This is an optimization exercise on Yosys and OpenROAD, whose aim is small area, not a production implementation. At most, simulation tests tie the RTL to the original design; equivalence was not proved. No driver is modelled on the clock port, so clocking that relies on it looks cheaper here than on a real chip. No activity file was given, so power comes from the tool's default toggle rates.

==> module sync_shfifo, before the edit <==
module sync_shfifo #(
    parameter FIFO_WIDTH = 32,
    parameter FIFO_ADDR  = 5,
    parameter FIFO_DEPTH = 1 << FIFO_ADDR,
    parameter FIFO_AE_THRESHOLD = 1,
    parameter FIFO_AF_THRESHOLD = FIFO_DEPTH -1)
(
    input                           clk,
    input                           rst_n,
    input                           fifo_wen,
    input      [FIFO_WIDTH-1 :0]    fifo_wdat,
    input                           fifo_ren,
    output     [FIFO_WIDTH-1 :0]    fifo_rdat,
    output                          fifo_empty,
    output                          fifo_full,
    output                          fifo_aempty,
    output                          fifo_afull,
    output     [FIFO_ADDR :0]       fifo_wcnt,
    output reg [FIFO_ADDR :0]       fifo_rcnt,
    output reg                      fifo_wr_full_err,
    output reg                      fifo_rd_empty_err
);
reg  [FIFO_WIDTH-1 :0]   fifo_data[FIFO_DEPTH-1 :0];
wire wr_acc = fifo_wen & ~fifo_full;
wire rd_acc = fifo_ren & ~fifo_empty;
integer i;
always @(posedge clk)
begin
    if (wr_acc) begin
        fifo_data[0] <= fifo_wdat;
        for (i = 1; i < FIFO_DEPTH; i = i + 1)
            fifo_data[i] <= fifo_data[i-1];
    end
end
wire [3:0]              rd_p0, rd_p1;
wire [2:0]              rd_p2;
wire [FIFO_DEPTH-1 :0]  rd_sel;
genvar gk, gb;
generate
    for (gk = 0; gk < 4; gk = gk + 1) begin : g_p01
        assign rd_p0[gk] = fifo_rcnt[1:0] == gk;
        assign rd_p1[gk] = fifo_rcnt[3:2] == gk;
    end
    for (gk = 0; gk < 3; gk = gk + 1) begin : g_p2
        assign rd_p2[gk] = fifo_rcnt[5:4] == gk;
    end
    for (gk = 0; gk < FIFO_DEPTH; gk = gk + 1) begin : g_dec
        sync_shfifo_and3 u_rd (.a(rd_p2[(gk+1)/16]), .b(rd_p1[((gk+1)/4)%4]), .c(rd_p0[(gk+1)%4]), .y(rd_sel[gk]));
    end
endgenerate
generate
    for (gb = 0; gb < FIFO_WIDTH; gb = gb + 1) begin : g_rd
        wire [FIFO_DEPTH-1 :0] col;
        for (gk = 0; gk < FIFO_DEPTH; gk = gk + 1) begin : g_col
            assign col[gk] = fifo_data[gk][gb];
        end
        sync_shfifo_rdbit u_rd (.d(col), .sel(rd_sel), .q(fifo_rdat[gb]));
    end
endgenerate
always @(posedge clk or negedge rst_n)
begin
    if(~rst_n)
        fifo_rcnt <= 'b0;
    else if(wr_acc & ~rd_acc)
        fifo_rcnt <= fifo_rcnt + 'b1;
    else if(rd_acc & ~wr_acc)
        fifo_rcnt <= fifo_rcnt - 'b1;
end
assign fifo_wcnt   = FIFO_DEPTH - fifo_rcnt;
assign fifo_full   = fifo_rcnt[FIFO_ADDR];
assign fifo_empty  = fifo_rcnt == 'b0;
assign fifo_aempty = fifo_rcnt <= FIFO_AE_THRESHOLD;
assign fifo_afull  = fifo_rcnt >= FIFO_AF_THRESHOLD;
always @(posedge clk or negedge rst_n) begin
    if(~rst_n)
        fifo_wr_full_err <= 'b0;
    else if(fifo_full & fifo_wen)
        fifo_wr_full_err <= 'b1;
end
always @(posedge clk or negedge rst_n) begin
    if(~rst_n)
        fifo_rd_empty_err <= 'b0;
    else if(fifo_empty & fifo_ren)
        fifo_rd_empty_err <= 'b1;
end
endmodule
==> module sync_shfifo_and3, before the edit <==
module sync_shfifo_and3 (input a, input b, input c, output y);
assign y = a & b & c;
endmodule
Settings: LEC_CHECK=0, CAP_MARGIN=10, CORE_MARGIN=2, CORE_UTILIZATION=48, SLEW_MARGIN=10, SYNTH_HIERARCHICAL=1; clock period 7.0 ns.
standard.sh (not shown) runs the stock make flow with config.mk's settings and CLKGATE_MAP_FILE= SYNTH_SCRIPT=/design/flow/synth_recipe.tcl, a recipe that flattens the netlist after the stock synthesis.
==> flow/flow/run.sh <==
#!/bin/bash
# Standard ORFS layout (the standard.sh, standard synthesis unchanged) with
# these changes to how the layout is made:
#  - port buffers are sky130_fd_sc_hd__buf_1 (repair_design then sizes up or
#    buffers the ones with large loads);
#  - clock tree synthesis without dummy loads (same clustering and buffer as
#    config.mk's CTS settings);
#  - after CTS, an area-recovery pass (flow/downsize.tcl) downsizes
#    combinational cells while slew, capacitance and timing stay met.
set -uo pipefail
export BUFFER_PORTS_ARGS="-buffer_cell sky130_fd_sc_hd__buf_1"
export CTS_ARGS="-sink_clustering_enable -repair_clock_nets -sink_clustering_size 17 -sink_clustering_max_diameter 80 -buf_list sky130_fd_sc_hd__clkbuf_8 -dont_use_dummy_load"
export POST_CTS_TCL=$PWD/flow/post_cts.tcl
bash standard.sh > standard.log 2>&1
rc=$?
mkdir -p orfs_logs
cp -r orfs/logs/. orfs_logs/ 2>/dev/null || true
exit $rc
Other scripts of this flow, unchanged in this note and not shown: flow/flow/downsize.tcl, flow/flow/post_cts.tcl
Next try:
--- a/flow/design.v
+++ b/flow/design.v
@@ -32,20 +32,19 @@
             fifo_data[i] <= fifo_data[i-1];
     end
 end
-wire [3:0]              rd_p0, rd_p1;
-wire [2:0]              rd_p2;
+wire [3:0]              rd_lo;
+wire [8:0]              rd_hi;
 wire [FIFO_DEPTH-1 :0]  rd_sel;
 genvar gk, gb;
 generate
-    for (gk = 0; gk < 4; gk = gk + 1) begin : g_p01
-        assign rd_p0[gk] = fifo_rcnt[1:0] == gk;
-        assign rd_p1[gk] = fifo_rcnt[3:2] == gk;
+    for (gk = 0; gk < 4; gk = gk + 1) begin : g_lo
+        assign rd_lo[gk] = fifo_rcnt[1:0] == gk;
     end
-    for (gk = 0; gk < 3; gk = gk + 1) begin : g_p2
-        assign rd_p2[gk] = fifo_rcnt[5:4] == gk;
+    for (gk = 0; gk < 9; gk = gk + 1) begin : g_hi
+        assign rd_hi[gk] = fifo_rcnt[FIFO_ADDR:2] == gk;
     end
     for (gk = 0; gk < FIFO_DEPTH; gk = gk + 1) begin : g_dec
-        sync_shfifo_and3 u_rd (.a(rd_p2[(gk+1)/16]), .b(rd_p1[((gk+1)/4)%4]), .c(rd_p0[(gk+1)%4]), .y(rd_sel[gk]));
+        sync_shfifo_and2 u_rd (.a(rd_hi[(gk+1)/4]), .b(rd_lo[(gk+1)%4]), .y(rd_sel[gk]));
     end
 endgenerate
 generate
@@ -84,8 +83,8 @@
         fifo_rd_empty_err <= 'b1;
 end
 endmodule
-module sync_shfifo_and3 (input a, input b, input c, output y);
-assign y = a & b & c;
+module sync_shfifo_and2 (input a, input b, output y);
+assign y = a & b;
 endmodule
 module sync_shfifo_rdbit (
     input  [31:0] d,
Outcome:
- power hardly moves
- worst hold slack gains 0.0040 ns
- setup slack is better by 0.10 ns
- utilization drops by 0.15 points
- die area stays flat
- global-route usage barely changes
- sequential power is higher slightly
- final area hardly moves
For the first run of this note, only the layout was checked, not whether the RTL still works.

========
The RTL this note starts from:
==> flow/design.v <==
module sync_shfifo #(
    parameter FIFO_WIDTH = 32,
    parameter FIFO_ADDR  = 5,
    parameter FIFO_DEPTH = 1 << FIFO_ADDR,
    parameter FIFO_AE_THRESHOLD = 1,
    parameter FIFO_AF_THRESHOLD = FIFO_DEPTH -1)
(
    input                           clk,
    input                           rst_n,
    input                           fifo_wen,
    input      [FIFO_WIDTH-1 :0]    fifo_wdat,
    input                           fifo_ren,
    output     [FIFO_WIDTH-1 :0]    fifo_rdat,
    output                          fifo_empty,
    output                          fifo_full,
    output                          fifo_aempty,
    output                          fifo_afull,
    output     [FIFO_ADDR :0]       fifo_wcnt,
    output reg [FIFO_ADDR :0]       fifo_rcnt,
    output reg                      fifo_wr_full_err,
    output reg                      fifo_rd_empty_err
);
reg  [FIFO_WIDTH-1 :0]   fifo_data[FIFO_DEPTH-1 :0];
wire wr_acc = fifo_wen & ~fifo_full;
wire rd_acc = fifo_ren & ~fifo_empty;
wire                    wr_ok = ~fifo_full;
wire [FIFO_WIDTH-1 :0]  wr_col;
integer i;
genvar gk, gb;
generate
    for (gb = 0; gb < FIFO_WIDTH; gb = gb + 1) begin : g_wr
        sync_shfifo_and2 u_we (.a(fifo_wen), .b(wr_ok), .y(wr_col[gb]));
        always @(posedge clk)
        begin
            if (wr_col[gb]) begin
                fifo_data[0][gb] <= fifo_wdat[gb];
                for (i = 1; i < FIFO_DEPTH; i = i + 1)
                    fifo_data[i][gb] <= fifo_data[i-1][gb];
            end
        end
    end
endgenerate
wire [3:0]              rd_lo;
wire [8:0]              rd_hi;
wire [FIFO_DEPTH-1 :0]  rd_sel;
generate
    for (gk = 0; gk < 4; gk = gk + 1) begin : g_lo
        assign rd_lo[gk] = fifo_rcnt[1:0] == gk;
    end
    for (gk = 0; gk < 9; gk = gk + 1) begin : g_hi
        assign rd_hi[gk] = fifo_rcnt[FIFO_ADDR:2] == gk;
    end
    for (gk = 0; gk < FIFO_DEPTH; gk = gk + 1) begin : g_dec
        sync_shfifo_and2 u_rd (.a(rd_hi[(gk+1)/4]), .b(rd_lo[(gk+1)%4]), .y(rd_sel[gk]));
    end
endgenerate
generate
    for (gb = 0; gb < FIFO_WIDTH; gb = gb + 1) begin : g_rd
        wire [FIFO_DEPTH-1 :0] col;
        for (gk = 0; gk < FIFO_DEPTH; gk = gk + 1) begin : g_col
            assign col[gk] = fifo_data[gk][gb];
        end
        sync_shfifo_rdbit u_rd (.d(col), .sel(rd_sel), .q(fifo_rdat[gb]));
    end
endgenerate
always @(posedge clk or negedge rst_n)
begin
    if(~rst_n)
        fifo_rcnt <= 'b0;
    else if(wr_acc & ~rd_acc)
        fifo_rcnt <= fifo_rcnt + 'b1;
    else if(rd_acc & ~wr_acc)
        fifo_rcnt <= fifo_rcnt - 'b1;
end
assign fifo_wcnt   = FIFO_DEPTH - fifo_rcnt;
assign fifo_full   = fifo_rcnt[FIFO_ADDR];
assign fifo_empty  = fifo_rcnt == 'b0;
assign fifo_aempty = fifo_rcnt <= FIFO_AE_THRESHOLD;
assign fifo_afull  = fifo_rcnt >= FIFO_AF_THRESHOLD;
always @(posedge clk or negedge rst_n) begin
    if(~rst_n)
        fifo_wr_full_err <= 'b0;
    else if(fifo_full & fifo_wen)
        fifo_wr_full_err <= 'b1;
end
always @(posedge clk or negedge rst_n) begin
    if(~rst_n)
        fifo_rd_empty_err <= 'b0;
    else if(fifo_empty & fifo_ren)
        fifo_rd_empty_err <= 'b1;
end
endmodule
module sync_shfifo_and2 (input a, input b, output y);
assign y = a & b;
endmodule
module sync_shfifo_rdbit (
    input  [31:0] d,
    input  [31:0] sel,
    output        q
);
wire [9:0]  g;
wire [2:0]  h;
genvar i;
generate
    for (i = 0; i < 10; i = i + 1) begin : g_aoi
        sync_shfifo_aoi222 u_aoi (.d(d[3*i+2:3*i]), .s(sel[3*i+2:3*i]), .y(g[i]));
    end
endgenerate
sync_shfifo_nand4  u_nd0 (.a(g[3:0]),  .y(h[0]));
sync_shfifo_nand4  u_nd1 (.a(g[7:4]),  .y(h[1]));
sync_shfifo_aoi22_nand3 u_nd2 (.g(g[9:8]), .d(d[31:30]), .s(sel[31:30]), .y(h[2]));
assign q = |h;
endmodule
module sync_shfifo_aoi222 (input [2:0] d, input [2:0] s, output y);
assign y = ~|(d & s);
endmodule
module sync_shfifo_nand4 (input [3:0] a, output y);
assign y = ~&a;
endmodule
module sync_shfifo_aoi22_nand3 (input [1:0] g, input [1:0] d, input [1:0] s, output y);
assign y = ~(g[0] & g[1] & ~|(d & s));
endmodule
==> flow/config.mk <==
export PLATFORM = sky130hd
export DESIGN_NAME = sync_shfifo
export DESIGN_NICKNAME = sync_shfifo
export VERILOG_FILES = /design/flow/design.v
export SDC_FILE = /design/flow/constraint.sdc
export NUM_CORES = 4
export LEC_CHECK = 0
export CAP_MARGIN = 10
export CORE_MARGIN = 2
export CORE_UTILIZATION = 55
export CTS_BUF_LIST = sky130_fd_sc_hd__clkbuf_8
export CTS_CLUSTER_DIAMETER = 60
export CTS_CLUSTER_SIZE = 16
export SLEW_MARGIN = 10
export SYNTH_HIERARCHICAL = 1
==> flow/constraint.sdc <==
create_clock -name core_clock -period 7.0 [get_ports {clk}]
set_input_delay 1.4000 -clock core_clock [delete_from_list [all_inputs] [get_ports {clk}]]
set_output_delay 1.4000 -clock core_clock [all_outputs]
set_load 0.01 [all_outputs]
==> flow/flow/run.sh <==
#!/bin/bash
# Standard ORFS layout (the standard.sh, standard synthesis unchanged);
# the only change: port buffers are sky130_fd_sc_hd__buf_1 (repair_design
# then sizes up or buffers the ones with large loads).
set -uo pipefail
export BUFFER_PORTS_ARGS="-buffer_cell sky130_fd_sc_hd__buf_1"
bash standard.sh > standard.log 2>&1
rc=$?
mkdir -p orfs_logs
cp -r orfs/logs/. orfs_logs/ 2>/dev/null || true
exit $rc
The starting point passed the timing, DRC and antenna checks.
Change:
--- a/flow/design.v
+++ b/flow/design.v
@@ -18,54 +18,57 @@
     output     [FIFO_ADDR :0]       fifo_wcnt,
     output reg [FIFO_ADDR :0]       fifo_rcnt,
     output reg                      fifo_wr_full_err,
     output reg                      fifo_rd_empty_err
 );
 reg  [FIFO_WIDTH-1 :0]   fifo_data[FIFO_DEPTH-1 :0];
+reg  [FIFO_ADDR-1 :0]    fifo_rd_ptr;
+wire [FIFO_ADDR-1 :0]    fifo_wr_ptr = fifo_rd_ptr + fifo_rcnt[FIFO_ADDR-1:0];
 wire wr_acc = fifo_wen & ~fifo_full;
 wire rd_acc = fifo_ren & ~fifo_empty;
-wire                    wr_ok = ~fifo_full;
-wire [FIFO_WIDTH-1 :0]  wr_col;
-integer i;
+wire [3:0]              wr_lo, rd_lo;
+wire [7:0]              wr_hi, rd_hi;
+wire [FIFO_DEPTH-1 :0]  wr_en, rd_sel;
 genvar gk, gb;
 generate
-    for (gb = 0; gb < FIFO_WIDTH; gb = gb + 1) begin : g_wr
-        sync_shfifo_and2 u_we (.a(fifo_wen), .b(wr_ok), .y(wr_col[gb]));
-        always @(posedge clk)
-        begin
-            if (wr_col[gb]) begin
-                fifo_data[0][gb] <= fifo_wdat[gb];
-                for (i = 1; i < FIFO_DEPTH; i = i + 1)
-                    fifo_data[i][gb] <= fifo_data[i-1][gb];
-            end
-        end
+    for (gk = 0; gk < 4; gk = gk + 1) begin : g_lo
+        assign wr_lo[gk] = wr_acc & (fifo_wr_ptr[1:0] == gk);
+        assign rd_lo[gk] = fifo_rd_ptr[1:0] == gk;
+    end
+    for (gk = 0; gk < 8; gk = gk + 1) begin : g_hi
+        assign wr_hi[gk] = fifo_wr_ptr[4:2] == gk;
+        assign rd_hi[gk] = fifo_rd_ptr[4:2] == gk;
+    end
+    for (gk = 0; gk < FIFO_DEPTH; gk = gk + 1) begin : g_dec
+        sync_shfifo_and2 u_wr (.a(wr_hi[gk/4]), .b(wr_lo[gk%4]), .y(wr_en[gk]));
+        sync_shfifo_and2 u_rd (.a(rd_hi[gk/4]), .b(rd_lo[gk%4]), .y(rd_sel[gk]));
     end
 endgenerate
-wire [3:0]              rd_lo;
-wire [8:0]              rd_hi;
-wire [FIFO_DEPTH-1 :0]  rd_sel;
-generate
-    for (gk = 0; gk < 4; gk = gk + 1) begin : g_lo
-        assign rd_lo[gk] = fifo_rcnt[1:0] == gk;
-    end
-    for (gk = 0; gk < 9; gk = gk + 1) begin : g_hi
-        assign rd_hi[gk] = fifo_rcnt[FIFO_ADDR:2] == gk;
-    end
-    for (gk = 0; gk < FIFO_DEPTH; gk = gk + 1) begin : g_dec
-        sync_shfifo_and2 u_rd (.a(rd_hi[(gk+1)/4]), .b(rd_lo[(gk+1)%4]), .y(rd_sel[gk]));
-    end
-endgenerate
+integer i;
+always @(posedge clk)
+begin
+    for (i = 0; i < FIFO_DEPTH; i = i + 1)
+        if (wr_en[i])
+            fifo_data[i] <= fifo_wdat;
+end
 generate
     for (gb = 0; gb < FIFO_WIDTH; gb = gb + 1) begin : g_rd
         wire [FIFO_DEPTH-1 :0] col;
         for (gk = 0; gk < FIFO_DEPTH; gk = gk + 1) begin : g_col
             assign col[gk] = fifo_data[gk][gb];
         end
         sync_shfifo_rdbit u_rd (.d(col), .sel(rd_sel), .q(fifo_rdat[gb]));
     end
 endgenerate
+always @(posedge clk or negedge rst_n)
+begin
+    if(~rst_n)
+        fifo_rd_ptr <= 'b0;
+    else if(rd_acc)
+        fifo_rd_ptr <= fifo_rd_ptr + 'b1;
+end
 always @(posedge clk or negedge rst_n)
 begin
     if(~rst_n)
         fifo_rcnt <= 'b0;
     else if(wr_acc & ~rd_acc)
         fifo_rcnt <= fifo_rcnt + 'b1;
Outcome: First-iteration DRC count is higher slightly; global-route usage is higher by 5.0 points; non-clock buffer count is lower by 8; clock skew is higher by 0.0047 ns; wire length is higher by about a fifth; worst hold slack improves by 0.031 ns; via count is higher by a few percent; worst setup slack degrades by 0.028 ns; clock-buffer cell count is lower by 1; sequential share of layout area is lower by 0.58 points; die area is higher slightly; power is lower slightly.
No functional check of the RTL was part of the first run of this note.

[separate check: timing with driven ports]
The flow's constraints put no driver on any port. The routed layouts listed below were extracted and timed again, unchanged, in two steps.
Step 1 assumes that a clkbuf_16 drives the clock port and a buf_2 every other input.
Step 2, shift: input delay + t, output delay - t, t = (earliest + latest rising clock arrival at the registers) / 2. This alone moves slack from input paths to output paths.
Slacks: no drivers / after step 1 / after step 2; pairs: no drivers / after step 1.
run	t, ns	setup slack, ns	worst hold slack (ns)
the first run of note 1	0.702	0.939 / 0.874 / 1.575	0.401 / 0.401 / 0.401
the second run of note 1	0.706	1.041 / 0.982 / 1.688	0.405 / 0.405 / 0.405
the first run of note 2	0.748	1.797 / 1.735 / 2.484	0.437 / 0.437 / 0.437
the second run of note 2	0.738	1.770 / 1.710 / 2.448	0.467 / 0.467 / 0.467
After both steps every run listed still meets setup and hold.
